This is an optimization exercise on Yosys and OpenROAD, whose aim is small area and a short achievable clock period, not a production implementation.
Function was checked by simulation only, so behaviour that the tests miss may differ from the original.
In every run shown here, the design's own scripts or RTL, not TritonCTS, make the clock network.
The clock port is modelled as an ideal driver, which makes a skipped or thinned clock tree look cheaper than it is; a real chip needs a root buffer or a tree.
Power is estimated from default activity; no workload was simulated.

--- flow/config.mk ---
export PLATFORM = sky130hd
export DESIGN_NAME = Extra2LPTop
export DESIGN_NICKNAME = Extra2LPTop
export VERILOG_FILES = /design/flow/design.v
export SDC_FILE = /design/flow/constraint.sdc
export NUM_CORES = 4
export LEC_CHECK = 0
export ABC_AREA = 1
export CAP_MARGIN = 20
export CORE_MARGIN = 2
export CORE_UTILIZATION = 60
export GPL_TIMING_DRIVEN = 0
export PLACE_DENSITY = 0.75
export SETUP_SLACK_MARGIN = 2.4
export SLEW_MARGIN = 20
--- flow/constraint.sdc ---
create_clock -name core_clock -period 4.0 [get_ports {clk}]
set_input_delay 0.8000 -clock core_clock [delete_from_list [all_inputs] [get_ports {clk}]]
set_output_delay 0.8000 -clock core_clock [all_outputs]
set_load 0.01 [all_outputs]
--- flow/design.v ---
`timescale 1ns / 1ps
module Extra2LPTop(
    input clk,
    input rst,
    input [31:0] A_in,
    input [31:0] B_in,
    input [31:0] C_in,
    output [35:0] Q
    );
    wire [31:0] c_sh = {2'b00, C_in[31:2]};
    wire [31:0] s0 = A_in ^ B_in ^ c_sh;
    wire [31:0] k0 = (A_in & B_in) | (A_in & c_sh) | (B_in & c_sh);
    wire [33:0] x0 = {2'b00, s0};
    wire [33:0] y0 = {1'b0, k0, 1'b0};
    reg [1:0]  cl1;
    reg [33:0] g1, p1;
    always @(posedge clk) begin
        g1  <= x0 & y0;
        p1  <= x0 ^ y0;
        cl1 <= C_in[1:0];
    end
    wire gl0_1 = g1[1] | (p1[1] & g1[0]);
    wire pl0_1 = p1[1] & p1[0];
    wire gl0_3 = g1[3] | (p1[3] & g1[2]);
    wire pl0_3 = p1[3] & p1[2];
    wire gl0_5 = g1[5] | (p1[5] & g1[4]);
    wire pl0_5 = p1[5] & p1[4];
    wire gl0_7 = g1[7] | (p1[7] & g1[6]);
    wire pl0_7 = p1[7] & p1[6];
    wire gl0_9 = g1[9] | (p1[9] & g1[8]);
    wire pl0_9 = p1[9] & p1[8];
    wire gl0_12 = g1[12] | (p1[12] & g1[11]);
    wire pl0_12 = p1[12] & p1[11];
    wire gl0_14 = g1[14] | (p1[14] & g1[13]);
    wire pl0_14 = p1[14] & p1[13];
    wire gl0_16 = g1[16] | (p1[16] & g1[15]);
    wire pl0_16 = p1[16] & p1[15];
    wire gl0_18 = g1[18] | (p1[18] & g1[17]);
    wire pl0_18 = p1[18] & p1[17];
    wire gl0_20 = g1[20] | (p1[20] & g1[19]);
    wire pl0_20 = p1[20] & p1[19];
    wire gl0_23 = g1[23] | (p1[23] & g1[22]);
    wire pl0_23 = p1[23] & p1[22];
    wire gl0_25 = g1[25] | (p1[25] & g1[24]);
    wire pl0_25 = p1[25] & p1[24];
    wire gl0_27 = g1[27] | (p1[27] & g1[26]);
    wire pl0_27 = p1[27] & p1[26];
    wire gl0_29 = g1[29] | (p1[29] & g1[28]);
    wire pl0_29 = p1[29] & p1[28];
    wire gl0_31 = g1[31] | (p1[31] & g1[30]);
    wire pl0_31 = p1[31] & p1[30];
    wire gl0_33 = g1[33] | (p1[33] & g1[32]);
    wire pl0_33 = p1[33] & p1[32];
    wire gl1_2 = g1[2] | (p1[2] & gl0_1);
    wire pl1_2 = p1[2] & pl0_1;
    wire gl1_3 = gl0_3 | (pl0_3 & gl0_1);
    wire pl1_3 = pl0_3 & pl0_1;
    wire gl1_6 = g1[6] | (p1[6] & gl0_5);
    wire pl1_6 = p1[6] & pl0_5;
    wire gl1_7 = gl0_7 | (pl0_7 & gl0_5);
    wire pl1_7 = pl0_7 & pl0_5;
    wire gl1_10 = g1[10] | (p1[10] & gl0_9);
    wire pl1_10 = p1[10] & pl0_9;
    wire gl1_13 = g1[13] | (p1[13] & gl0_12);
    wire pl1_13 = p1[13] & pl0_12;
    wire gl1_14 = gl0_14 | (pl0_14 & gl0_12);
    wire pl1_14 = pl0_14 & pl0_12;
    wire gl1_17 = g1[17] | (p1[17] & gl0_16);
    wire pl1_17 = p1[17] & pl0_16;
    wire gl1_18 = gl0_18 | (pl0_18 & gl0_16);
    wire pl1_18 = pl0_18 & pl0_16;
    wire gl1_21 = g1[21] | (p1[21] & gl0_20);
    wire pl1_21 = p1[21] & pl0_20;
    wire gl1_24 = g1[24] | (p1[24] & gl0_23);
    wire pl1_24 = p1[24] & pl0_23;
    wire gl1_25 = gl0_25 | (pl0_25 & gl0_23);
    wire pl1_25 = pl0_25 & pl0_23;
    wire gl1_28 = g1[28] | (p1[28] & gl0_27);
    wire pl1_28 = p1[28] & pl0_27;
    wire gl1_29 = gl0_29 | (pl0_29 & gl0_27);
    wire pl1_29 = pl0_29 & pl0_27;
    wire gl1_32 = g1[32] | (p1[32] & gl0_31);
    wire pl1_32 = p1[32] & pl0_31;
    wire gl1_33 = gl0_33 | (pl0_33 & gl0_31);
    wire pl1_33 = pl0_33 & pl0_31;
    wire gl2_4 = g1[4] | (p1[4] & gl1_3);
    wire pl2_4 = p1[4] & pl1_3;
    wire gl2_5 = gl0_5 | (pl0_5 & gl1_3);
    wire pl2_5 = pl0_5 & pl1_3;
    wire gl2_6 = gl1_6 | (pl1_6 & gl1_3);
    wire pl2_6 = pl1_6 & pl1_3;
    wire gl2_7 = gl1_7 | (pl1_7 & gl1_3);
    wire pl2_7 = pl1_7 & pl1_3;
    wire gl2_15 = g1[15] | (p1[15] & gl1_14);
    wire pl2_15 = p1[15] & pl1_14;
    wire gl2_16 = gl0_16 | (pl0_16 & gl1_14);
    wire pl2_16 = pl0_16 & pl1_14;
    wire gl2_17 = gl1_17 | (pl1_17 & gl1_14);
    wire pl2_17 = pl1_17 & pl1_14;
    wire gl2_18 = gl1_18 | (pl1_18 & gl1_14);
    wire pl2_18 = pl1_18 & pl1_14;
    wire gl2_26 = g1[26] | (p1[26] & gl1_25);
    wire pl2_26 = p1[26] & pl1_25;
    wire gl2_27 = gl0_27 | (pl0_27 & gl1_25);
    wire pl2_27 = pl0_27 & pl1_25;
    wire gl2_28 = gl1_28 | (pl1_28 & gl1_25);
    wire pl2_28 = pl1_28 & pl1_25;
    wire gl2_29 = gl1_29 | (pl1_29 & gl1_25);
    wire pl2_29 = pl1_29 & pl1_25;
    wire gl3_8 = g1[8] | (p1[8] & gl2_7);
    wire pl3_8 = p1[8] & pl2_7;
    wire gl3_9 = gl0_9 | (pl0_9 & gl2_7);
    wire pl3_9 = pl0_9 & pl2_7;
    wire gl3_10 = gl1_10 | (pl1_10 & gl2_7);
    wire pl3_10 = pl1_10 & pl2_7;
    wire gl3_19 = g1[19] | (p1[19] & gl2_18);
    wire pl3_19 = p1[19] & pl2_18;
    wire gl3_20 = gl0_20 | (pl0_20 & gl2_18);
    wire pl3_20 = pl0_20 & pl2_18;
    wire gl3_21 = gl1_21 | (pl1_21 & gl2_18);
    wire pl3_21 = pl1_21 & pl2_18;
    wire gl3_30 = g1[30] | (p1[30] & gl2_29);
    wire pl3_30 = p1[30] & pl2_29;
    wire gl3_31 = gl0_31 | (pl0_31 & gl2_29);
    wire pl3_31 = pl0_31 & pl2_29;
    wire gl3_32 = gl1_32 | (pl1_32 & gl2_29);
    wire pl3_32 = pl1_32 & pl2_29;
    wire gl3_33 = gl1_33 | (pl1_33 & gl2_29);
    wire pl3_33 = pl1_33 & pl2_29;
    wire [33:0] c1;          
    assign c1[0] = 1'b0;
    assign c1[1] = g1[0];
    assign c1[2] = gl0_1;
    assign c1[3] = gl1_2;
    assign c1[4] = gl1_3;
    assign c1[5] = gl2_4;
    assign c1[6] = gl2_5;
    assign c1[7] = gl2_6;
    assign c1[8] = gl2_7;
    assign c1[9] = gl3_8;
    assign c1[10] = gl3_9;
    assign c1[11] = 1'b0;
    assign c1[12] = g1[11];
    assign c1[13] = gl0_12;
    assign c1[14] = gl1_13;
    assign c1[15] = gl1_14;
    assign c1[16] = gl2_15;
    assign c1[17] = gl2_16;
    assign c1[18] = gl2_17;
    assign c1[19] = gl2_18;
    assign c1[20] = gl3_19;
    assign c1[21] = gl3_20;
    assign c1[22] = 1'b0;
    assign c1[23] = g1[22];
    assign c1[24] = gl0_23;
    assign c1[25] = gl1_24;
    assign c1[26] = gl1_25;
    assign c1[27] = gl2_26;
    assign c1[28] = gl2_27;
    assign c1[29] = gl2_28;
    assign c1[30] = gl2_29;
    assign c1[31] = gl3_30;
    assign c1[32] = gl3_31;
    assign c1[33] = gl3_32;
    wire [1:0] co1;         
    assign co1[0] = gl3_10;
    assign co1[1] = gl3_21;
    wire [33:0] u1 = p1 ^ c1;
    reg        ph, qa, qb;
    reg [33:0] u2;
    reg [1:0]  co2;
    reg [1:0]  cl2;
    reg [35:0] result;
    wire [2:0] pall;        
    assign pall[0] = &u2[10:0];
    assign pall[1] = &u2[21:11];
    assign pall[2] = &u2[33:22];
    wire [2:0] cb;          
    assign cb[0] = 1'b0;
    assign cb[1] = (co2[0]);
    assign cb[2] = (co2[0] & pall[1]) | (co2[1]);
    wire [33:0] v;
    assign v[0] = u2[0];
    assign v[1] = u2[1];
    assign v[2] = u2[2];
    assign v[3] = u2[3];
    assign v[4] = u2[4];
    assign v[5] = u2[5];
    assign v[6] = u2[6];
    assign v[7] = u2[7];
    assign v[8] = u2[8];
    assign v[9] = u2[9];
    assign v[10] = u2[10];
    assign v[11] = u2[11] ^ cb[1];
    assign v[12] = u2[12] ^ (cb[1] & (&u2[11:11]));
    assign v[13] = u2[13] ^ (cb[1] & (&u2[12:11]));
    assign v[14] = u2[14] ^ (cb[1] & (&u2[13:11]));
    assign v[15] = u2[15] ^ (cb[1] & (&u2[14:11]));
    assign v[16] = u2[16] ^ (cb[1] & (&u2[15:11]));
    assign v[17] = u2[17] ^ (cb[1] & (&u2[16:11]));
    assign v[18] = u2[18] ^ (cb[1] & (&u2[17:11]));
    assign v[19] = u2[19] ^ (cb[1] & (&u2[18:11]));
    assign v[20] = u2[20] ^ (cb[1] & (&u2[19:11]));
    assign v[21] = u2[21] ^ (cb[1] & (&u2[20:11]));
    assign v[22] = u2[22] ^ cb[2];
    assign v[23] = u2[23] ^ (cb[2] & (&u2[22:22]));
    assign v[24] = u2[24] ^ (cb[2] & (&u2[23:22]));
    assign v[25] = u2[25] ^ (cb[2] & (&u2[24:22]));
    assign v[26] = u2[26] ^ (cb[2] & (&u2[25:22]));
    assign v[27] = u2[27] ^ (cb[2] & (&u2[26:22]));
    assign v[28] = u2[28] ^ (cb[2] & (&u2[27:22]));
    assign v[29] = u2[29] ^ (cb[2] & (&u2[28:22]));
    assign v[30] = u2[30] ^ (cb[2] & (&u2[29:22]));
    assign v[31] = u2[31] ^ (cb[2] & (&u2[30:22]));
    assign v[32] = u2[32] ^ (cb[2] & (&u2[31:22]));
    assign v[33] = u2[33] ^ (cb[2] & (&u2[32:22]));
    always @(posedge clk) begin
        if (rst) begin
            ph <= 1'b1;
            qa <= 1'b1;
            qb <= 1'b0;
        end else begin
            ph <= ~ph;
            qa <= ~qa;
            qb <= ~qb;
        end
        if (ph) begin
            u2  <= u1;
            co2 <= co1;
            cl2 <= cl1;
        end
        result <= ({v, cl2} & {36{qa}}) | (result & {36{qb}});
    end
    assign Q = result;
endmodule
--- flow/flow/run.sh ---
#!/bin/bash
# Standard ORFS layout (the standard.sh, standard synthesis), with:
#  - port buffers of sky130_fd_sc_hd__buf_1 instead of the default delay buffer
#  - a two-level clock tree (flow/clocktree.tcl, run as the CTS step's PRE hook):
#    the clock port drives four clkbuf_16, each driving two clkbuf_8 that drive
#    an eighth of the flip-flops each; the CTS step's timing repair and placement
#    run as usual
cp standard.sh standard_sh.log
export BUFFER_PORTS_ARGS="-buffer_cell sky130_fd_sc_hd__buf_1"
export PRE_CTS_TCL="$PWD/flow/clocktree.tcl"
bash standard.sh > standard.log 2>&1
--- flow/flow/clocktree.tcl ---
# PRE_CTS_TCL hook: a two-level clock tree built by hand, in place of
# clock_tree_synthesis. The clock port drives four top buffers; each drives
# the leaf buffers of one quarter of the flip-flops (split at the median x,
# then the median y); each leaf buffer drives an equal share of its quarter
# (split again at medians) and sits at its group's centroid. Every
# flip-flop is two buffers from the port, so the tree adds no intended skew.
set top_cell  sky130_fd_sc_hd__clkbuf_16
set leaf_cell sky130_fd_sc_hd__clkbuf_8
set nleaf 2                   ;# leaf buffers per quarter: 1, 2 or 4
set block [ord::get_db_block]
set db [ord::get_db]
set clknet [$block findNet clk]
set sinks {}
foreach it [$clknet getITerms] {
  if {[$it isInputSignal]} {
    set xy [$it getAvgXY]
    lappend sinks [list $it [lindex $xy 1] [lindex $xy 2]]
  }
}
puts "manual clock tree: [llength $sinks] sinks"
proc split_half {lst idx} {
  set s [lsort -real -index $idx $lst]
  set n [expr {[llength $s] / 2}]
  return [list [lrange $s 0 [expr {$n - 1}]] [lrange $s $n end]]
}
# split along the wider side of the group's bounding box
proc split_wide {lst} {
  set xs [lsort -real [lmap s $lst {lindex $s 1}]]
  set ys [lsort -real [lmap s $lst {lindex $s 2}]]
  if {[lindex $xs end] - [lindex $xs 0] >= [lindex $ys end] - [lindex $ys 0]} {
    return [split_half $lst 1]
  }
  return [split_half $lst 2]
}
proc centroid {lst} {
  set sx 0; set sy 0
  foreach s $lst { set sx [expr {$sx + [lindex $s 1]}]; set sy [expr {$sy + [lindex $s 2]}] }
  return [list [expr {int($sx / [llength $lst])}] [expr {int($sy / [llength $lst])}]]
}
proc add_buffer {cell name loc innet} {
  set block [ord::get_db_block]
  set db [ord::get_db]
  set inst [odb::dbInst_create $block [$db findMaster $cell] $name]
  $inst setLocation [lindex $loc 0] [lindex $loc 1]
  $inst setPlacementStatus PLACED
  set net [odb::dbNet_create $block "${name}_net"]
  $net setSigType CLOCK
  [$inst findITerm A] connect $innet
  [$inst findITerm X] connect $net
  return $net
}
set quarters {}
foreach hx [split_half $sinks 1] {
  foreach hy [split_half $hx 2] { lappend quarters $hy }
}
set q 0
foreach g $quarters {
  set leaves [list $g]
  while {[llength $leaves] < $nleaf} {
    set next {}
    foreach l $leaves { lappend next {*}[split_wide $l] }
    set leaves $next
  }
  set topnet [add_buffer $top_cell "clkbuf_man_$q" [centroid $g] $clknet]
  set k 0
  foreach l $leaves {
    set net [add_buffer $leaf_cell "clkbuf_man_${q}_$k" [centroid $l] $topnet]
    foreach s $l {
      set it [lindex $s 0]
      $it disconnect
      $it connect $net
    }
    puts "manual clock tree: leaf buffer ${q}_$k drives [llength $l] sinks"
    incr k
  }
  incr q
}
$clknet setSigType CLOCK
set_propagated_clock [all_clocks]
# the tree is built: skip the tool's own clock tree synthesis
rename clock_tree_synthesis clock_tree_synthesis_unused
proc clock_tree_synthesis {args} { puts "clock_tree_synthesis skipped (manual tree)" }
--- flow/standard.sh ---
#!/bin/bash
# synth_recipe.tcl (not shown) runs the flow's synth.tcl, then flattens the netlist and writes it again
# the make line also repeats each setting of config.mk as NAME=value (left out here)
make -C /OpenROAD-flow-scripts/flow DESIGN_CONFIG=/design/flow/config.mk WORK_HOME=/design/flow/orfs CLKGATE_MAP_FILE= SYNTH_SCRIPT=/design/flow/synth_recipe.tcl "${@:-finish}"
==> results.tsv, run 1 <==
stage	metric	value	unit
status	outcome	complete, no violations	
sta	setup_viol	0	
final_layout	final_cell_count_no_fill	819	
grt	met1_usage	24.6	%
yosys	synth.net_count	700	
detailed_routing	drt_iter0_markers	110	
sta	worst_pin_slew	0.516	ns
worst_setup_path	cp_max_fo	2	
placed_design	dpl.cell_count	793	
yosys	syn-cell-area	0.00587	mm^2
floorplanning	dieArea	0.0106	mm^2
worst_setup_path	arrival	0.77	ns
worst_setup_path	crit_cells	1	
floorplanning	core_region_area	0.00964	mm^2
final_layout	post-route-util	72.4	%
grt	grt_pass1_wl	16000	um
detailed_routing	drtPass1Iterations	4	
cts	clkTransAtPathRegs	0.11	ns
sta	max_clock_freq	637	MHz
sta	finalSetupTns	0	ns
detailed_routing	drc	0	
yosys	synth.avg_cell_area	11.2	um^2
placed_design	io_buffers	133	
pwr	p_per_area	533	mW/mm^2
worst_setup_path	endpoint	Q[27]	
placed_design	routabilityCongestion	0.794	
grt	antenna_found_initial	0	
sta	finClkSkew	0.00698	ns
sta	slew_violations	0	
hold_path	hp-class	reg -> reg	
sta	rsz0062_at_grt	true	
worst_setup_path	ff2ff_path_depth	7	
worst_setup_path	cp.required	3.20	ns
pwr	leakage	3.21	nW
grt	track_usage	18.8	%
worst_setup_path	regToRegSetupSlack	2.48	ns
final_layout	synthToLayoutAreaGrowth	18.8	%
yosys	ys_seq_area_share	55.3	%
floorplanning	die_x	103	um
sta	fin_crit_sh	39.2	%
yosys	synth_seq_cells	143	
grt	busiest_layer	met2	
detailed_routing	ant_nets	0	
floorplanning	initial_utilization	60.9	%
detailed_routing	routedWlPerCell	12.3	um
sta	setup_ws	2.43	ns
worst_setup_path	timing.rr.end	result[24]	
worst_setup_path	cp_num_buf_inv	1	
detailed_routing	totalWireLength	10100	um
yosys	synth.distinct_cells	28	
worst_setup_path	startpoint_type	flop	
final_layout	n_antenna_cell	0	
worst_setup_path	cpPeakStageDelay	0.36	ns
floorplanning	die_h	103	um
final_layout	nets	862	
yosys	yosysWarnings	1	
floorplanning	io_pins	134	
grt	met2_usage	33.4	%
cts	cts_hold_buf	0	
sta	finalCriticalPeriod	1.57	ns
sta	slew_headroom	65.6	%
sta	hold_violations	0	
worst_setup_path	r2r_start	co2[0]	
detailed_routing	via_per_inst	4.84	
grt	grt_pass1_vias	3674	
placed_design	dp_slack	2.18	ns
cts	clkLatencyLatePin	0.28	ns
grt	globalRoute.totalOverflow	0	
flow_run	drv_cap	0	
placed_design	dp_hpwl	7720	um
grt	grt_start_max_net_pins	32	
yosys	synth_cells	526	
worst_setup_path	crit_chain	clkbuf_2	
worst_setup_path	crit_slowest_cell	dfxtp_1	
detailed_routing	num_vias	3963	
final_layout	drive_above_1_share	16.8	%
grt	grt_use_met3	2.58	%
worst_setup_path	timing.setup.critical_path_class	reg -> out	
worst_setup_path	crit_family	flip-flops	
worst_setup_path	endpoint_kind	output port	
pwr	peakVddDrop	0.305	mV
worst_setup_path	crit_start	result[27]	
floorplanning	num_rows	36	
-- sequential cells by signal, summed over array words and instances, names as in the netlist --
register,flops
cl1,2
qb,1
cl2,2
ph,1
qa,1
co2,2
result,36
p1,33
g1,31
u2,34
-- Yosys cell counts --
cell / number / area [um^2]
ha_1: 46 / 576
inv_1: 49 / 184
or2_2: 2 / 12.5
fa_1: 30 / 601
a22o_1: 15 / 131
nand2_4: 1 / 11.3
nand2_1: 126 / 473
nor2_4: 1 / 11.3
xor2_1: 3 / 26.3
nand3_2: 1 / 10.0
clkbuf_1: 4 / 15.0
buf_4: 1 / 7.51
buf_2: 2 / 10.0
xnor2_1: 11 / 96.3
edfxtp_1: 38 / 1140
o21ai_0: 4 / 20.0
nor2_2: 2 / 12.5
nand4_1: 2 / 12.5
o21bai_1: 4 / 30.0
a32o_1: 2 / 20.0
a21oi_1: 10 / 50.1
dfxtp_1: 105 / 2100
nor2_1: 28 / 105
nand2_2: 6 / 37.5
nand3_1: 30 / 150
nor3_1: 1 / 5.00
buf_1: 1 / 3.75
buf_8: 1 / 15.0
-- worst min-delay path by stage --
stage | start | end | slack (ns) | cells after the start
after floorplan | cl1[0] | cl2[0] | 0.39 | 0
after global placement | cl1[1] | cl2[1] | 0.39 | 0
after detailed placement | cl1[1] | cl2[1] | 0.39 | 0
after CTS | p1[22] | u2[22] | 0.41 | 0
after global routing | cl1[1] | cl2[1] | 0.42 | 0
final | p1[11] | u2[11] | 0.41 | 0
-- metal layers --
metal | vias up | wire, um
li1 | 2022 | -
met1 | 1813 | 4400
met2 | 112 | 4960
met3 | 16 | 569
met4 | 0 | 163
met5 | - | 0
-- logic make-up (layout without fill, tap and decap cells) --
group	Yosys count	after routing	synth area share, %
AO/OA/AOI/OAI	35	35	4.28
adder cells (fa/ha/maj)	76	76	20.0
XOR/XNOR	14	14	2.09
flip-flops	143	143	55.3
buffers and inverters	58	218	4.01
AND/OR/NAND/NOR	200	200	14.3
-- what timing repair did --
| item | CTS | global route |
|---|---|---|
| gates resized for setup | 16 | 54 |
| buffers inserted | 0 | 14 |
| setup endpoints to repair | 16 | 38 |
| pin swaps | 0 | 4 |
-- through the flow --
| stage | total power [W] | area [um^2] | hold slack [ns] |
|---|---|---|---|
| after floorplan | 0.00259 | 5870 | 0.386 |
| after global placement | 0.00285 | 6540 | 0.387 |
| after detailed placement | 0.00291 | 6560 | 0.389 |
| after CTS | 0.00365 | 6790 | 0.414 |
| after global routing | 0.00396 | 6970 | 0.421 |
| final | 0.00371 | 6970 | 0.412 |
-- area by class of cell --
class / instances / area (um^2)
timing repair buffer: 148 / 669
fill: 709 / 2670
sequential: 143 / 3280
buffer: 21 / 262
multi-input combinational: 325 / 2420
inverter: 49 / 184
tap: 133 / 166
-- where the power goes --
| part | switching, W | internal, W | total (W) |
|---|---|---|---|
| combinational | 0.000482 | 0.000419 | 0.000901 |
| sequential | 0.000184 | 0.00189 | 0.00208 |
| clock | 0.000381 | 0.000357 | 0.000738 |
-- placed cells by master (no fill, tap or decap), drive strengths merged --
cell type	netlist	routed
a21oi	10	10
a22o	15	15
a32o	2	2
buf	5	133
clkbuf	4	36
dfxtp	105	105
edfxtp	38	38
fa	30	30
ha	46	46
inv	49	49
nand2	133	133
nand3	31	31
nand4	2	2
nor2	31	31
nor3	1	1
o21ai	4	4
o21bai	4	4
or2	2	2
xnor2	11	11
xor2	3	3
==> run 2: changes to the inputs <==
--- a/flow/config.mk
+++ b/flow/config.mk
@@ -9,7 +9,7 @@
 export CAP_MARGIN = 20
 export CORE_MARGIN = 2
 export CORE_UTILIZATION = 60
-export GPL_TIMING_DRIVEN = 0
+export GPL_ROUTABILITY_DRIVEN = 0
 export PLACE_DENSITY = 0.75
 export SETUP_SLACK_MARGIN = 2.4
 export SLEW_MARGIN = 20
==> results.tsv, run 2 <==
stage	metric	value	unit	change
flow_run	drv_cap	0		unchanged
yosys	synth_top_family_by_area	adder cells		
hold_path	hp-class	reg -> reg		
final_layout	reg_top3	result x36, u2 x34, p1 x33		
final_layout	layout_common_cells	nand2_1, buf_1, dfxtp_1		
sta	fin_crit_sh	39.1	%	-0.13 points
yosys	yosysMostFrequentCell	nand2_1		
status	outcome	complete, no violations		
worst_setup_path	startpoint_type	flop		
placed_design	dpl.cell_count	785		-1.0%
floorplanning	io_pins	134		unchanged
pwr	p_clk_share	20.1	%	+0.2 points
cts	cts_hold_buf	0		unchanged
yosys	synth_seq_cells	143		unchanged
final_layout	multiInputGateArea	0.00242	mm^2	about the same
worst_setup_path	endpoint_kind	output port		
worst_setup_path	cp_max_fo	2		unchanged
sta	finalSetupTns	0	ns	unchanged
sta	slew_headroom	38.0	%	-28 points
hold_path	min_path_cells	0		unchanged
grt	grt_start_max_net_pins	40		+25%
final_layout	regArea	0.00328	mm^2	about the same
detailed_routing	drtPass1Iterations	6		+2
yosys	syn-cell-area	0.00587	mm^2	unchanged
hold_path	min_from	cl1[0]		
pwr	internal_power	0.00263	W	-1.3%
detailed_routing	totalWireLength	10100	um	-0.23%
worst_setup_path	regToRegSetupSlack	2.49	ns	about the same
yosys	synth.net_count	700		unchanged
final_layout	top_register	result		
yosys	synth_compound_area_share	4.28	%	unchanged
sta	hold_violations	0		unchanged
floorplanning	dieArea	0.0106	mm^2	unchanged
sta	rsz0062_at_grt	true		
detailed_routing	via_per_inst	4.87		+0.68%
pwr	p_comb_share	22.7	%	-1.5 points
grt	grt_pass1_wl	16200	um	+1.2%
floorplanning	die_h	103	um	unchanged
final_layout	largest_reg_flops	36		unchanged
yosys	synth_adder_area_share	20.0	%	unchanged
detailed_routing	routedWlPerCell	12.5	um	+1.9%
placed_design	dp_slack	2.18	ns	-0.00316 ns
floorplanning	die_x	103	um	unchanged
worst_setup_path	timing.rr.end	u2[31]		
yosys	synth_area_leaders	dfxtp_1, edfxtp_1, fa_1, ha_1, nand2_1		
detailed_routing	drc	0		unchanged
final_layout	final_common_cell	nand2_1		
yosys	synth_top_area_share	35.8	%	unchanged
placed_design	io_buffers	133		unchanged
final_layout	n_antenna_cell	0		unchanged
final_layout	drive_above_1_share	15.4	%	-1.4 points
yosys	synth_simple_gate_area_share	14.3	%	unchanged
worst_setup_path	crit_start	result[23]		
final_layout	nets	845		-2.0%
sta	setup_ws	2.44	ns	+0.00502 ns
worst_setup_path	timing.setup.critical_path_class	reg -> out		
yosys	muxShareOfSynthArea	0	%	unchanged
yosys	async_reset_ff_share	0	%	unchanged
final_layout	synthToLayoutAreaGrowth	16.8	%	
sta	setup_viol	0		unchanged
worst_setup_path	cp_num_buf_inv	1		unchanged
sta	finClkSkew	0.0101	ns	+0.00311 ns
yosys	ys_seq_area_share	55.3	%	unchanged
worst_setup_path	r2r_start	p1[23]		
worst_setup_path	ff2ff_path_depth	10		+3
yosys	synth_xor_area_share	2.09	%	unchanged
floorplanning	core_region_area	0.00964	mm^2	unchanged
floorplanning	num_rows	36		unchanged
final_layout	post-route-util	71.1	%	-1.2 points
yosys	yosysWarnings	1		unchanged
pwr	p_seq_share	57.2	%	+1.3 points
grt	globalRoute.totalOverflow	0		unchanged
worst_setup_path	arrival	0.76	ns	about the same
cts	clkLatencyLatePin	0.28	ns	about the same
worst_setup_path	cpPeakStageDelay	0.36	ns	about the same
pwr	p_sw	0.00104	W	-0.98%
yosys	yosys.area.top_type	dfxtp_1		
floorplanning	initial_utilization	60.9	%	unchanged
sta	slew_violations	0		unchanged
final_layout	n_fill_cell	750		+5.8%
hold_path	min_to	cl2[0]		
yosys	synth.avg_cell_area	11.2	um^2	unchanged
yosys	synth_cells	526		unchanged
detailed_routing	drt_iter0_markers	134		+22%
worst_setup_path	crit_family	flip-flops		
yosys	synthFlopType	dfxtp_1		
detailed_routing	num_vias	3907		-1.4%
yosys	synth.distinct_cells	28		unchanged
pwr	peakVddDrop	0.249	mV	-18%
pwr	p_per_area	535	mW/mm^2	+0.51%
worst_setup_path	cp.required	3.20	ns	about the same
yosys	synth_edf_count	38		unchanged
sta	max_clock_freq	639	MHz	+0.32%
grt	grt_pass1_vias	3773		+2.7%
yosys	yosys-top-cells-count	nand2_1, dfxtp_1, inv_1, ha_1, edfxtp_1		
sta	finalCriticalPeriod	1.56	ns	-0.00502 ns
pwr	switching_share	28.3	%	+0.069 points
final_layout	final_cell_count_no_fill	802		-2.1%
grt	antenna_found_initial	0		unchanged
detailed_routing	ant_nets	0		unchanged
pwr	leakage	3.14	nW	-2.1%
worst_setup_path	crit_slowest_cell	dfxtp_2		
grt	track_usage	18.9	%	+0.17 points
sta	worst_pin_slew	0.930	ns	+0.414 ns
worst_setup_path	crit_chain	buf_2		
cts	clkTransAtPathRegs	0.10	ns	about the same
placed_design	dp_hpwl	7750	um	+0.34%
==> run 2: final cells by class <==
type	instances	share of cell area (%)
buffer	12	3.07
sequential	143	47.8
inverter	49	2.68
timing repair buffer	140	8.71
multi-input combinational	325	35.3
tap	133	2.43
==> run 2: worst reg2reg max path: stages (launching register included) <==
cell     delay, ns
dfxtp_1       0.32
ha_1          0.18
inv_1         0.05
nand2_1       0.06
nand3_1       0.08
nand2_2       0.07
nand2_1       0.08
nand2_2       0.07
ha_1          0.19
nor2_2        0.12
xnor2_1       0.07
==> run 2: worst max path at each step <==
stage                  end  slack (ns)  depth (start not counted)
global route        u2[31]        2.37                         10
finish               Q[23]        2.44                          1
detailed placement  p1[26]        2.18                          3
floorplan            p1[1]        2.35                          2
global placement    p1[22]        2.21                          3
CTS                   Q[9]        2.40                          1
==> run 2: kinds of logic after synthesis <==
group / after synthesis
buffers and inverters: 58
and+or+nand+nor: 200
DFF: 143
adders and majority gates: 76
xor gates and xnor gates: 14
AOI/OAI and AO/OA: 35
==> run 2: stage by stage <==
step / total power, W / hold WS, ns / area, um^2
floorplan: 0.00259 / 0.386 / 5870
global placement: 0.00284 / 0.388 / 6500
detailed placement: 0.00291 / 0.389 / 6500
CTS: 0.00366 / 0.415 / 6740
global route: 0.00392 / 0.436 / 6850
finish: 0.00367 / 0.414 / 6850
==> run 2: power by group through the flow <==
stage	Sequential, W	Clock [W]	Combinational, W
after global placement	0.00210	0	0.000735
after CTS	0.00209	0.000759	0.000811
final	0.00210	0.000737	0.000835
after global routing	0.00214	0.000812	0.000968
after detailed placement	0.00212	0	0.000786
after floorplan	0.00212	0	0.000475
==> run 2: repair_timing <==
| action | CTS | global route |
|---|---|---|
| pin swaps | 0 | 1 |
| setup buffers | 0 | 5 |
| endpoints found under the setup margin | 19 | 34 |
| resized for setup | 20 | 51 |
==> run 2: per-layer routing <==
metal  track usage, %  vias up  routed length (um)
met5                0        -                   0
met4             3.14        0                 160
met3             1.63       11                 457
met2             34.8       96                5230
met1             24.9     1807                4220
li1                 -     1993                   -
==> run 3: changes to the inputs <==
--- a/flow/config.mk
+++ b/flow/config.mk
@@ -9,7 +9,6 @@
 export CAP_MARGIN = 20
 export CORE_MARGIN = 2
 export CORE_UTILIZATION = 60
-export GPL_ROUTABILITY_DRIVEN = 0
 export PLACE_DENSITY = 0.75
 export SETUP_SLACK_MARGIN = 2.4
 export SLEW_MARGIN = 20
==> results.tsv, run 3 <==
stage	metric	value	unit	change
detailed_routing	drt_iter0_markers	134		unchanged
grt	antenna_found_initial	0		unchanged
sta	fin_crit_sh	39.1	%	unchanged
final_layout	post-route-util	71.1	%	unchanged
sta	slew_headroom	38.0	%	unchanged
yosys	synth_seq_cells	143		unchanged
worst_setup_path	endpoint_kind	output port		
yosys	yosys.area.top_type	dfxtp_1		
worst_setup_path	endpoint	Q[23]		
worst_setup_path	arrival	0.76	ns	about the same
worst_setup_path	crit_cells	1		unchanged
grt	track_usage	18.9	%	unchanged
yosys	synth.distinct_cells	28		unchanged
pwr	leakage	3.14	nW	unchanged
pwr	p_clk_share	20.1	%	about the same
detailed_routing	num_vias	3907		unchanged
pwr	switching_share	28.3	%	unchanged
yosys	synth_area_leaders	dfxtp_1, edfxtp_1, fa_1, ha_1, nand2_1		
pwr	p_comb_share	22.7	%	about the same
yosys	yosys-top-cells-count	nand2_1, dfxtp_1, inv_1, ha_1, edfxtp_1		
worst_setup_path	regToRegSetupSlack	2.49	ns	about the same
sta	slew_violations	0		unchanged
pwr	p_seq_share	57.2	%	about the same
worst_setup_path	cp_max_fo	2		unchanged
pwr	internal_power	0.00263	W	unchanged
yosys	async_reset_ff_share	0	%	unchanged
worst_setup_path	cp_num_buf_inv	1		unchanged
yosys	synth_edf_count	38		unchanged
worst_setup_path	cpPeakStageDelay	0.36	ns	about the same
detailed_routing	ant_nets	0		unchanged
detailed_routing	routed-wl-met2	5230	um	unchanged
yosys	ys_seq_area_share	55.3	%	unchanged
floorplanning	die_x	103	um	unchanged
pwr	peakVddDrop	0.249	mV	unchanged
floorplanning	initial_utilization	60.9	%	unchanged
placed_design	dp_hpwl	7750	um	unchanged
worst_setup_path	ff2ff_path_depth	10		unchanged
sta	max_clock_freq	639	MHz	unchanged
yosys	syn-cell-area	0.00587	mm^2	unchanged
detailed_routing	via_per_inst	4.87		unchanged
final_layout	nets	845		unchanged
sta	finClkSkew	0.0101	ns	unchanged
sta	worst_pin_slew	0.930	ns	unchanged
detailed_routing	met1_length	4220	um	unchanged
worst_setup_path	cp.required	3.20	ns	about the same
detailed_routing	dr_wl_met3	457	um	unchanged
final_layout	reg_top3	result x36, u2 x34, p1 x33		
yosys	synth.net_count	700		unchanged
detailed_routing	drc	0		unchanged
hold_path	hp-class	reg -> reg		
placed_design	routabilityCongestion	0.800		
worst_setup_path	crit_start	result[23]		
yosys	synthFlopType	dfxtp_1		
worst_setup_path	crit_slowest_cell	dfxtp_2		
placed_design	io_buffers	133		unchanged
grt	grt_pass1_vias	3773		unchanged
yosys	synth.avg_cell_area	11.2	um^2	unchanged
final_layout	top_register	result		
worst_setup_path	timing.rr.end	u2[31]		
status	outcome	complete, no violations		
cts	clkTransAtPathRegs	0.10	ns	about the same
final_layout	n_antenna_cell	0		unchanged
floorplanning	core_region_area	0.00964	mm^2	unchanged
sta	setup_viol	0		unchanged
yosys	yosysWarnings	1		unchanged
cts	cts_hold_buf	0		unchanged
sta	finalSetupTns	0	ns	unchanged
detailed_routing	drtPass1Iterations	6		unchanged
worst_setup_path	crit_chain	buf_2		
detailed_routing	routedWlPerCell	12.5	um	unchanged
detailed_routing	totalWireLength	10100	um	unchanged
floorplanning	io_pins	134		unchanged
grt	globalRoute.totalOverflow	0		unchanged
cts	clkLatencyLatePin	0.28	ns	about the same
detailed_routing	highest_layer	met4		
grt	grt_start_max_net_pins	40		unchanged
final_layout	largest_reg_flops	36		unchanged
pwr	p_per_area	535	mW/mm^2	unchanged
floorplanning	num_rows	36		unchanged
grt	grt_pass1_wl	16200	um	unchanged
flow_run	drv_cap	0		unchanged
floorplanning	dieArea	0.0106	mm^2	unchanged
pwr	p_sw	0.00104	W	unchanged
final_layout	layout_common_cells	nand2_1, buf_1, dfxtp_1		
final_layout	synthToLayoutAreaGrowth	16.8	%	unchanged
worst_setup_path	r2r_start	p1[23]		
yosys	synth_top_area_share	35.8	%	unchanged
final_layout	drive_above_1_share	15.4	%	unchanged
worst_setup_path	timing.setup.critical_path_class	reg -> out		
sta	hold_violations	0		unchanged
yosys	yosysMostFrequentCell	nand2_1		
sta	rsz0062_at_grt	true		
final_layout	final_common_cell	nand2_1		
worst_setup_path	crit_family	flip-flops		
yosys	synth_cells	526		unchanged
floorplanning	die_h	103	um	unchanged
worst_setup_path	startpoint_type	flop		
sta	finalCriticalPeriod	1.56	ns	unchanged
==> run 3: cell counts after synthesis <==
No cell type changed its count.
==> run 3: cell families after synthesis <==
| family | count (synthesis) | share of synthesized area (%) |
|---|---|---|
| xor gates and xnor gates | 14 | 2.09 |
| adders and majority gates | 76 | 20.0 |
| buffers and inverters | 58 | 4.01 |
| AOI/OAI and AO/OA | 35 | 4.28 |
| and+or+nand+nor | 200 | 14.3 |
| DFF | 143 | 55.3 |
==> run 3: power by group through the flow <==
| stage | sequential [W] | combinational, W | clock, W |
|---|---|---|---|
| 2_1_floorplan | 0.00212 | 0.000475 | 0 |
| 3_3_place_gp | 0.00210 | 0.000735 | 0 |
| 3_5_place_dp | 0.00212 | 0.000786 | 0 |
| 4_1_cts | 0.00209 | 0.000811 | 0.000759 |
| 5_1_grt | 0.00214 | 0.000968 | 0.000812 |
| 6_report | 0.00210 | 0.000835 | 0.000737 |
==> run 3: worst min-delay path by stage <==
stage | start | end | slack (ns) | cells past startpoint
2_1_floorplan | cl1[0] | cl2[0] | 0.39 | 0
3_3_place_gp | cl1[1] | cl2[1] | 0.39 | 0
3_5_place_dp | cl1[0] | cl2[0] | 0.39 | 0
4_1_cts | cl1[0] | cl2[0] | 0.41 | 0
5_1_grt | cl1[0] | cl2[0] | 0.44 | 0
6_report | cl1[0] | cl2[0] | 0.41 | 0
==> run 3: final cells by class <==
type,instances,area [um^2]
Fill cell,750,2790
Sequential cell,143,3280
Tap cell,133,166
Inverter,49,184
Buffer,12,210
Timing Repair Buffer,140,597
Multi-Input combinational cell,325,2420
==> run 3: timing repair <==
| action | in CTS | in global routing |
|---|---|---|
| setup endpoints to repair | 19 | 34 |
| gates resized for setup | 20 | 51 |
| pin swaps | 0 | 1 |
| buffers inserted | 0 | 5 |
==> run 3: routing by layer <==
metal / track usage, % / up-vias
met5: 0 / -
met4: 3.14 / 0
met3: 1.63 / 11
met2: 34.8 / 96
met1: 24.9 / 1807
li1: - / 1993
==> run 3: through the flow <==
step / hold slack [ns] / setup WS (ns) / power [W] / cell area [um^2] / std cells
2_1_floorplan: 0.386 / 2.35 / 0.00259 / 5870 / 526
3_3_place_gp: 0.388 / 2.21 / 0.00284 / 6500 / 785
3_5_place_dp: 0.389 / 2.18 / 0.00291 / 6500 / 785
4_1_cts: 0.415 / 2.40 / 0.00366 / 6740 / 797
5_1_grt: 0.436 / 2.37 / 0.00392 / 6850 / 802
6_report: 0.414 / 2.44 / 0.00367 / 6850 / 802
==> run 4: changes to the inputs <==
--- a/flow/flow/run.sh
+++ b/flow/flow/run.sh
@@ -2,7 +2,7 @@
 # Standard ORFS layout (the standard.sh, standard synthesis), with:
 #  - port buffers of sky130_fd_sc_hd__buf_1 instead of the default delay buffer
 #  - a two-level clock tree (flow/clocktree.tcl, run as the CTS step's PRE hook):
-#    the clock port drives four clkbuf_16, each driving two clkbuf_8 that drive
+#    the clock port drives four clkbuf_4, each driving two clkbuf_8 that drive
 #    an eighth of the flip-flops each; the CTS step's timing repair and placement
 #    run as usual
 cp standard.sh standard_sh.log
--- a/flow/flow/clocktree.tcl
+++ b/flow/flow/clocktree.tcl
@@ -4,7 +4,7 @@
 # then the median y); each leaf buffer drives an equal share of its quarter
 # (split again at medians) and sits at its group's centroid. Every
 # flip-flop is two buffers from the port, so the tree adds no intended skew.
-set top_cell  sky130_fd_sc_hd__clkbuf_16
+set top_cell  sky130_fd_sc_hd__clkbuf_4
 set leaf_cell sky130_fd_sc_hd__clkbuf_8
 set nleaf 2                   ;# leaf buffers per quarter: 1, 2 or 4
 set block [ord::get_db_block]
==> results.tsv, run 4 <==
stage	metric	value	unit	change
status	outcome	complete, no violations		
final_layout	nets	849		+0.47%
grt	track_usage	18.9	%	-0.064 points
pwr	p_total	0.00369	W	+0.66%
grt	grt_start_max_net_pins	40		unchanged
detailed_routing	ant_nets	0		unchanged
detailed_routing	via_per_inst	4.93		+1.2%
final_layout	top_register	result		
grt	grt_pass1_vias	3784		+0.29%
worst_setup_path	crit_start	result[22]		
final_layout	layout_common_cells	nand2_1, buf_1, dfxtp_1		
worst_setup_path	cp.required	3.20	ns	about the same
yosys	synth_seq_cells	143		unchanged
sta	slew_headroom	37.6	%	-0.43 points
yosys	synth_area_leaders	dfxtp_1, edfxtp_1, fa_1, ha_1, nand2_1		
placed_design	dp_hpwl	7750	um	unchanged
worst_setup_path	regToRegSetupSlack	2.51	ns	+0.02 ns
cts	clkTransAtPathRegs	0.10	ns	about the same
detailed_routing	routedWlPerCell	12.6	um	+0.57%
final_layout	fin_area	0.00700	mm^2	+2.2%
yosys	synth_cells	526		unchanged
yosys	synth_edf_count	38		unchanged
yosys	async_reset_ff_share	0	%	unchanged
worst_setup_path	crit_slowest_cell	dfxtp_2		
yosys	synth.avg_cell_area	11.2	um^2	unchanged
yosys	ys_seq_area_share	55.3	%	unchanged
sta	slew_violations	0		unchanged
final_layout	final_cell_count_no_fill	806		+0.50%
hold_path	min_from	cl1[0]		
final_layout	drive_above_1_share	17.2	%	+1.8 points
yosys	synthFlopType	dfxtp_1		
worst_setup_path	cp_max_fo	2		unchanged
worst_setup_path	endpoint_kind	output port		
sta	rsz0062_at_grt	true		
cts	cts_hold_buf	0		unchanged
worst_setup_path	crit_chain	buf_6		
sta	finalSetupTns	0	ns	unchanged
placed_design	routabilityCongestion	0.800		unchanged
sta	finalHoldWorstSlack	0.414	ns	-0.0000990 ns
yosys	syn-cell-area	0.00587	mm^2	unchanged
yosys	yosysMostFrequentCell	nand2_1		
worst_setup_path	crit_family	flip-flops		
floorplanning	io_pins	134		unchanged
sta	hold_violations	0		unchanged
worst_setup_path	cpPeakStageDelay	0.36	ns	about the same
detailed_routing	drc	0		unchanged
grt	grt_pass1_wl	16200	um	-0.34%
sta	max_clock_freq	636	MHz	-0.55%
pwr	leakage	3.18	nW	+1.3%
floorplanning	die_h	103	um	unchanged
hold_path	hp-class	reg -> reg		
yosys	synth.net_count	700		unchanged
cts	clkLatencyLatePin	0.31	ns	+0.03 ns
worst_setup_path	arrival	0.77	ns	about the same
detailed_routing	num_vias	3972		+1.7%
worst_setup_path	ff2ff_path_depth	10		unchanged
worst_setup_path	cp_num_buf_inv	1		unchanged
yosys	yosys.area.top_type	dfxtp_1		
final_layout	n_antenna_cell	0		unchanged
placed_design	placed_area	0.00650	mm^2	unchanged
floorplanning	core_region_area	0.00964	mm^2	unchanged
worst_setup_path	r2r_start	p1[23]		
sta	finalCriticalPeriod	1.57	ns	+0.00865 ns
final_layout	final_common_cell	nand2_1		
grt	antenna_found_initial	0		unchanged
pwr	peakVddDrop	0.250	mV	+0.44%
sta	setup_viol	0		unchanged
sta	fin_crit_sh	39.3	%	+0.22 points
sta	worst_pin_slew	0.937	ns	+0.00645 ns
floorplanning	num_rows	36		unchanged
detailed_routing	totalWireLength	10200	um	+1.1%
placed_design	io_buffers	133		unchanged
floorplanning	dieArea	0.0106	mm^2	unchanged
flow_run	drv_cap	0		unchanged
worst_setup_path	timing.setup.critical_path_class	reg -> out		
yosys	synth.distinct_cells	28		unchanged
floorplanning	initial_utilization	60.9	%	unchanged
detailed_routing	drt_iter0_markers	124		-7.5%
final_layout	synthToLayoutAreaGrowth	19.3	%	
yosys	yosysWarnings	1		unchanged
hold_path	min_path_cells	0		unchanged
detailed_routing	drtPass1Iterations	4		-2
final_layout	reg_top3	result x36, u2 x34, p1 x33		
yosys	synth_top_area_share	35.8	%	unchanged
pwr	p_per_area	527	mW/mm^2	-1.5%
placed_design	dpl.cell_count	785		unchanged
floorplanning	die_x	103	um	unchanged
hold_path	min_to	cl2[0]		
grt	globalRoute.totalOverflow	0		unchanged
worst_setup_path	startpoint_type	flop		
yosys	yosys-top-cells-count	nand2_1, dfxtp_1, inv_1, ha_1, edfxtp_1		
worst_setup_path	timing.rr.end	u2[31]		
final_layout	largest_reg_flops	36		unchanged
sta	finClkSkew	0.0166	ns	+0.00654 ns
==> run 4: kinds of logic after synthesis <==
| logic type | synth area share (%) |
|---|---|
| xor+xnor | 2.09 |
| fa+ha+maj | 20.0 |
| buf+inv | 4.01 |
| simple gates | 14.3 |
| flops | 55.3 |
| compound gates | 4.28 |
==> run 4: per-layer routing <==
layer	part of all wire, %	track usage, %	vias to the layer above
met1	41	24.8	1823
met5	0	0	-
met3	5.8	1.76	16
li1	-	-	1998
met4	1.9	3.14	0
met2	51	34.7	135
==> run 4: final cells by class <==
class | instances | area, um^2
multi-input combinational | 325 | 2420
timing repair buffer | 144 | 802
fill | 726 | 2640
sequential | 143 | 3290
buffer | 12 | 140
inverter | 49 | 184
tap | 133 | 166
==> run 4: worst max-delay path by stage <==
stage | to | depth (start not counted)
floorplan | p1[1] | 2
global placement | p1[22] | 3
detailed placement | p1[26] | 3
CTS | Q[18] | 1
global route | u2[31] | 10
finish | Q[22] | 1
==> run 4: through the flow <==
| step | setup slack [ns] | util, % |
|---|---|---|
| final | 2.43 | 72.6 |
| after CTS | 2.39 | 69.6 |
| after detailed placement | 2.18 | 67.4 |
| after global placement | 2.21 | 67.4 |
| after global routing | 2.39 | 72.6 |
| after floorplan | 2.35 | - |
==> run 4: what timing repair did <==
item | 4_1_cts | 5_1_grt
gates resized for setup | 49 | 64
setup endpoints to repair | 36 | 40
setup buffers | 0 | 9
pin swaps | 0 | 3
==> run 4: power by group <==
part / switching, W / leakage, nW / internal, W / total, W
clock network: 0.000382 / 0.0759 / 0.000230 / 0.000612
logic: 0.000462 / 1.84 / 0.000497 / 0.000959
registers: 0.000222 / 1.27 / 0.00190 / 0.00212
total: 0.00106 / 3.18 / 0.00263 / 0.00369
==> run 5: changes to the inputs <==
--- a/flow/flow/run.sh
+++ b/flow/flow/run.sh
@@ -2,7 +2,7 @@
 # Standard ORFS layout (the standard.sh, standard synthesis), with:
 #  - port buffers of sky130_fd_sc_hd__buf_1 instead of the default delay buffer
 #  - a two-level clock tree (flow/clocktree.tcl, run as the CTS step's PRE hook):
-#    the clock port drives four clkbuf_4, each driving two clkbuf_8 that drive
+#    the clock port drives four clkbuf_8, each driving two clkbuf_8 that drive
 #    an eighth of the flip-flops each; the CTS step's timing repair and placement
 #    run as usual
 cp standard.sh standard_sh.log
--- a/flow/flow/clocktree.tcl
+++ b/flow/flow/clocktree.tcl
@@ -4,7 +4,7 @@
 # then the median y); each leaf buffer drives an equal share of its quarter
 # (split again at medians) and sits at its group's centroid. Every
 # flip-flop is two buffers from the port, so the tree adds no intended skew.
-set top_cell  sky130_fd_sc_hd__clkbuf_4
+set top_cell  sky130_fd_sc_hd__clkbuf_8
 set leaf_cell sky130_fd_sc_hd__clkbuf_8
 set nleaf 2                   ;# leaf buffers per quarter: 1, 2 or 4
 set block [ord::get_db_block]
==> results.tsv, run 5 <==
stage	metric	value	unit	change
detailed_routing	met1_length	4270	um	+1.2%
worst_setup_path	cpPeakStageDelay	0.34	ns	-0.02 ns
status	outcome	complete, no violations		
grt	grt_start_max_net_pins	40		unchanged
final_layout	n_antenna_cell	0		unchanged
yosys	synth_edf_count	38		unchanged
yosys	synth.avg_cell_area	11.2	um^2	unchanged
floorplanning	dieArea	0.0106	mm^2	unchanged
sta	max_clock_freq	639	MHz	+0.53%
detailed_routing	routedWlPerCell	12.5	um	-1.2%
hold_path	hp-class	reg -> reg		
sta	worst_pin_slew	0.925	ns	-0.0118 ns
sta	rsz0062_at_grt	true		
cts	cts_hold_buf	0		unchanged
worst_setup_path	timing.rr.end	u2[31]		
worst_setup_path	ff2ff_path_depth	10		unchanged
sta	setup_viol	0		unchanged
worst_setup_path	crit_family	flip-flops		
worst_setup_path	crit_slowest_cell	dfxtp_1		
sta	hold_violations	0		unchanged
final_layout	multiInputGateArea	0.00242	mm^2	unchanged
yosys	synth.net_count	700		unchanged
final_layout	regArea	0.00329	mm^2	-0.11%
final_layout	final_common_cell	nand2_1		
sta	finClkSkew	0.0132	ns	-0.00342 ns
worst_setup_path	cp_num_buf_inv	1		unchanged
detailed_routing	highest_layer	met4		
yosys	yosys.area.top_type	dfxtp_1		
detailed_routing	drc	0		unchanged
final_layout	n_fill_cell	754		+3.9%
worst_setup_path	crit_cells	1		unchanged
placed_design	io_buffers	133		unchanged
worst_setup_path	regToRegSetupSlack	2.48	ns	-0.03 ns
floorplanning	die_h	103	um	unchanged
yosys	synth_top_area_share	35.8	%	unchanged
pwr	leakage	3.12	nW	-1.9%
grt	globalRoute.totalOverflow	0		unchanged
worst_setup_path	startpoint_type	flop		
final_layout	synthToLayoutAreaGrowth	16.2	%	
sta	finalSetupTns	0	ns	unchanged
grt	track_usage	18.8	%	-0.078 points
yosys	ys_seq_area_share	55.3	%	unchanged
worst_setup_path	cp.required	3.20	ns	about the same
final_layout	largest_reg_flops	36		unchanged
flow_run	drv_cap	0		unchanged
sta	finalCriticalPeriod	1.56	ns	-0.00835 ns
detailed_routing	totalWireLength	10000	um	-1.7%
floorplanning	core_region_area	0.00964	mm^2	unchanged
grt	antenna_found_initial	0		unchanged
detailed_routing	via_per_inst	4.88		-0.92%
cts	clkTransAtPathRegs	0.10	ns	about the same
floorplanning	initial_utilization	60.9	%	unchanged
yosys	syn-cell-area	0.00587	mm^2	unchanged
yosys	synth.distinct_cells	28		unchanged
placed_design	dp_hpwl	7750	um	unchanged
sta	slew_violations	0		unchanged
yosys	synth_area_leaders	dfxtp_1, edfxtp_1, fa_1, ha_1, nand2_1		
grt	grt_pass1_vias	3768		-0.42%
worst_setup_path	cp_max_fo	2		unchanged
floorplanning	io_pins	134		unchanged
worst_setup_path	timing.setup.critical_path_class	reg -> out		
worst_setup_path	crit_chain	buf_2		
yosys	synth_seq_cells	143		unchanged
detailed_routing	drtPass1Iterations	4		unchanged
final_layout	layout_common_cells	nand2_1, buf_1, dfxtp_1		
final_layout	drive_above_1_share	16.3	%	-0.94 points
detailed_routing	ant_nets	0		unchanged
worst_setup_path	crit_start	result[21]		
floorplanning	die_x	103	um	unchanged
yosys	synthFlopType	dfxtp_1		
detailed_routing	routed-wl-met2	5100	um	-1.3%
floorplanning	num_rows	36		unchanged
yosys	yosys-top-cells-count	nand2_1, dfxtp_1, inv_1, ha_1, edfxtp_1		
yosys	yosysMostFrequentCell	nand2_1		
yosys	yosysWarnings	1		unchanged
sta	fin_crit_sh	39.1	%	-0.21 points
final_layout	top_register	result		
worst_setup_path	endpoint	Q[21]		
worst_setup_path	r2r_start	p1[23]		
pwr	peakVddDrop	0.250	mV	-0.12%
yosys	async_reset_ff_share	0	%	unchanged
detailed_routing	num_vias	3916		-1.4%
pwr	p_per_area	526	mW/mm^2	-0.22%
detailed_routing	drt_iter0_markers	113		-8.9%
sta	finalHoldWorstSlack	0.414	ns	+0.000168 ns
cts	clkLatencyLatePin	0.28	ns	-0.03 ns
detailed_routing	dr_wl_met3	471	um	-21%
final_layout	nets	845		-0.47%
sta	slew_headroom	38.3	%	+0.78 points
worst_setup_path	arrival	0.76	ns	about the same
grt	grt_pass1_wl	16100	um	-0.34%
worst_setup_path	endpoint_kind	output port		
final_layout	reg_top3	result x36, u2 x34, p1 x33		
placed_design	routabilityCongestion	0.800		unchanged
yosys	synth_cells	526		unchanged
run 5: cell counts after synthesis:
No cell type changed its count.
run 5: where the power goes:
part / switching (W) / internal (W) / total (W)
combinational: 0.000452 / 0.000384 / 0.000836
sequential: 0.000202 / 0.00190 / 0.00210
clock: 0.000382 / 0.000272 / 0.000653
run 5: area by class of cell:
type,instances,area share [%]
Sequential cell,143,48.2
Multi-Input combinational cell,325,35.5
Timing Repair Buffer,140,8.79
Inverter,49,2.70
Tap cell,133,2.44
Buffer,12,2.42
run 5: repair_timing:
item                       4_1_cts  5_1_grt
setup endpoints to repair       22       36
setup buffers                    0        5
pin swaps                        0        2
resized for setup               25       53
run 5: worst min path at each step:
stage / endpoint / slack [ns] / start / cells past startpoint
floorplan: cl2[0] / 0.39 / cl1[0] / 0
global placement: cl2[1] / 0.39 / cl1[1] / 0
detailed placement: cl2[0] / 0.39 / cl1[0] / 0
CTS: cl2[0] / 0.41 / cl1[0] / 0
global route: cl2[0] / 0.44 / cl1[0] / 0
finish: cl2[0] / 0.41 / cl1[0] / 0
run 5: per-stage QoR:
step	total power, W	instances	setup slack [ns]	utilization (%)	cell area (um^2)
floorplan	0.00259	526	2.35	-	5870
global placement	0.00284	785	2.21	67.4	6500
detailed placement	0.00291	785	2.18	67.4	6500
CTS	0.00357	797	2.40	69.5	6700
global route	0.00384	802	2.37	70.8	6820
finish	0.00359	802	2.44	70.8	6820
run 5: layer usage:
layer / GRT usage, % / vias up
met5: 0 / -
met4: 3.14 / 0
met3: 1.69 / 13
met2: 34.2 / 104
met1: 25.0 / 1807
li1: - / 1992
run 5: cells by family (layout without fill, tap and decap cells):
family / count (synthesis) / in the layout / synth area share, %
compound gates: 35 / 35 / 4.28
simple gates: 200 / 200 / 14.3
xor+xnor: 14 / 14 / 2.09
buf+inv: 58 / 201 / 4.01
fa+ha+maj: 76 / 76 / 20.0
flops: 143 / 143 / 55.3

[afterwards: timing with drivers on the ports]
No port has a modelled driver above. Below, the same layouts with a new extraction and two added sets of constraints. Step 1, drivers: a clkbuf_16 drives clk and a buf_2 each remaining input, both assumed. Step 2 moves the port delays by t, midway between the first and last clock arrival at a register: inputs arrive t later, outputs are due t later. That takes back most of the time a late clock gives input paths. Slacks: no drivers / after step 1 / after step 2; pairs: no drivers / after step 1.
run	t (ns)	setup slack, ns	latest minus earliest clock arrival (ns)
run 1	0.357	2.430 / 2.348 / 2.174	0.008 / 0.008
run 2	0.353	2.435 / 2.354 / 2.198	0.010 / 0.010
run 3	0.353	2.435 / 2.354 / 2.198	0.010 / 0.010
run 4	0.355	2.427 / 2.370 / 2.197	0.017 / 0.017
run 5	0.342	2.435 / 2.370 / 2.197	0.013 / 0.014
After both steps every run listed still meets setup and hold. The setup slack of run 1, which loses most, moves by -0.082 ns with the drivers and by -0.256 ns with both steps.
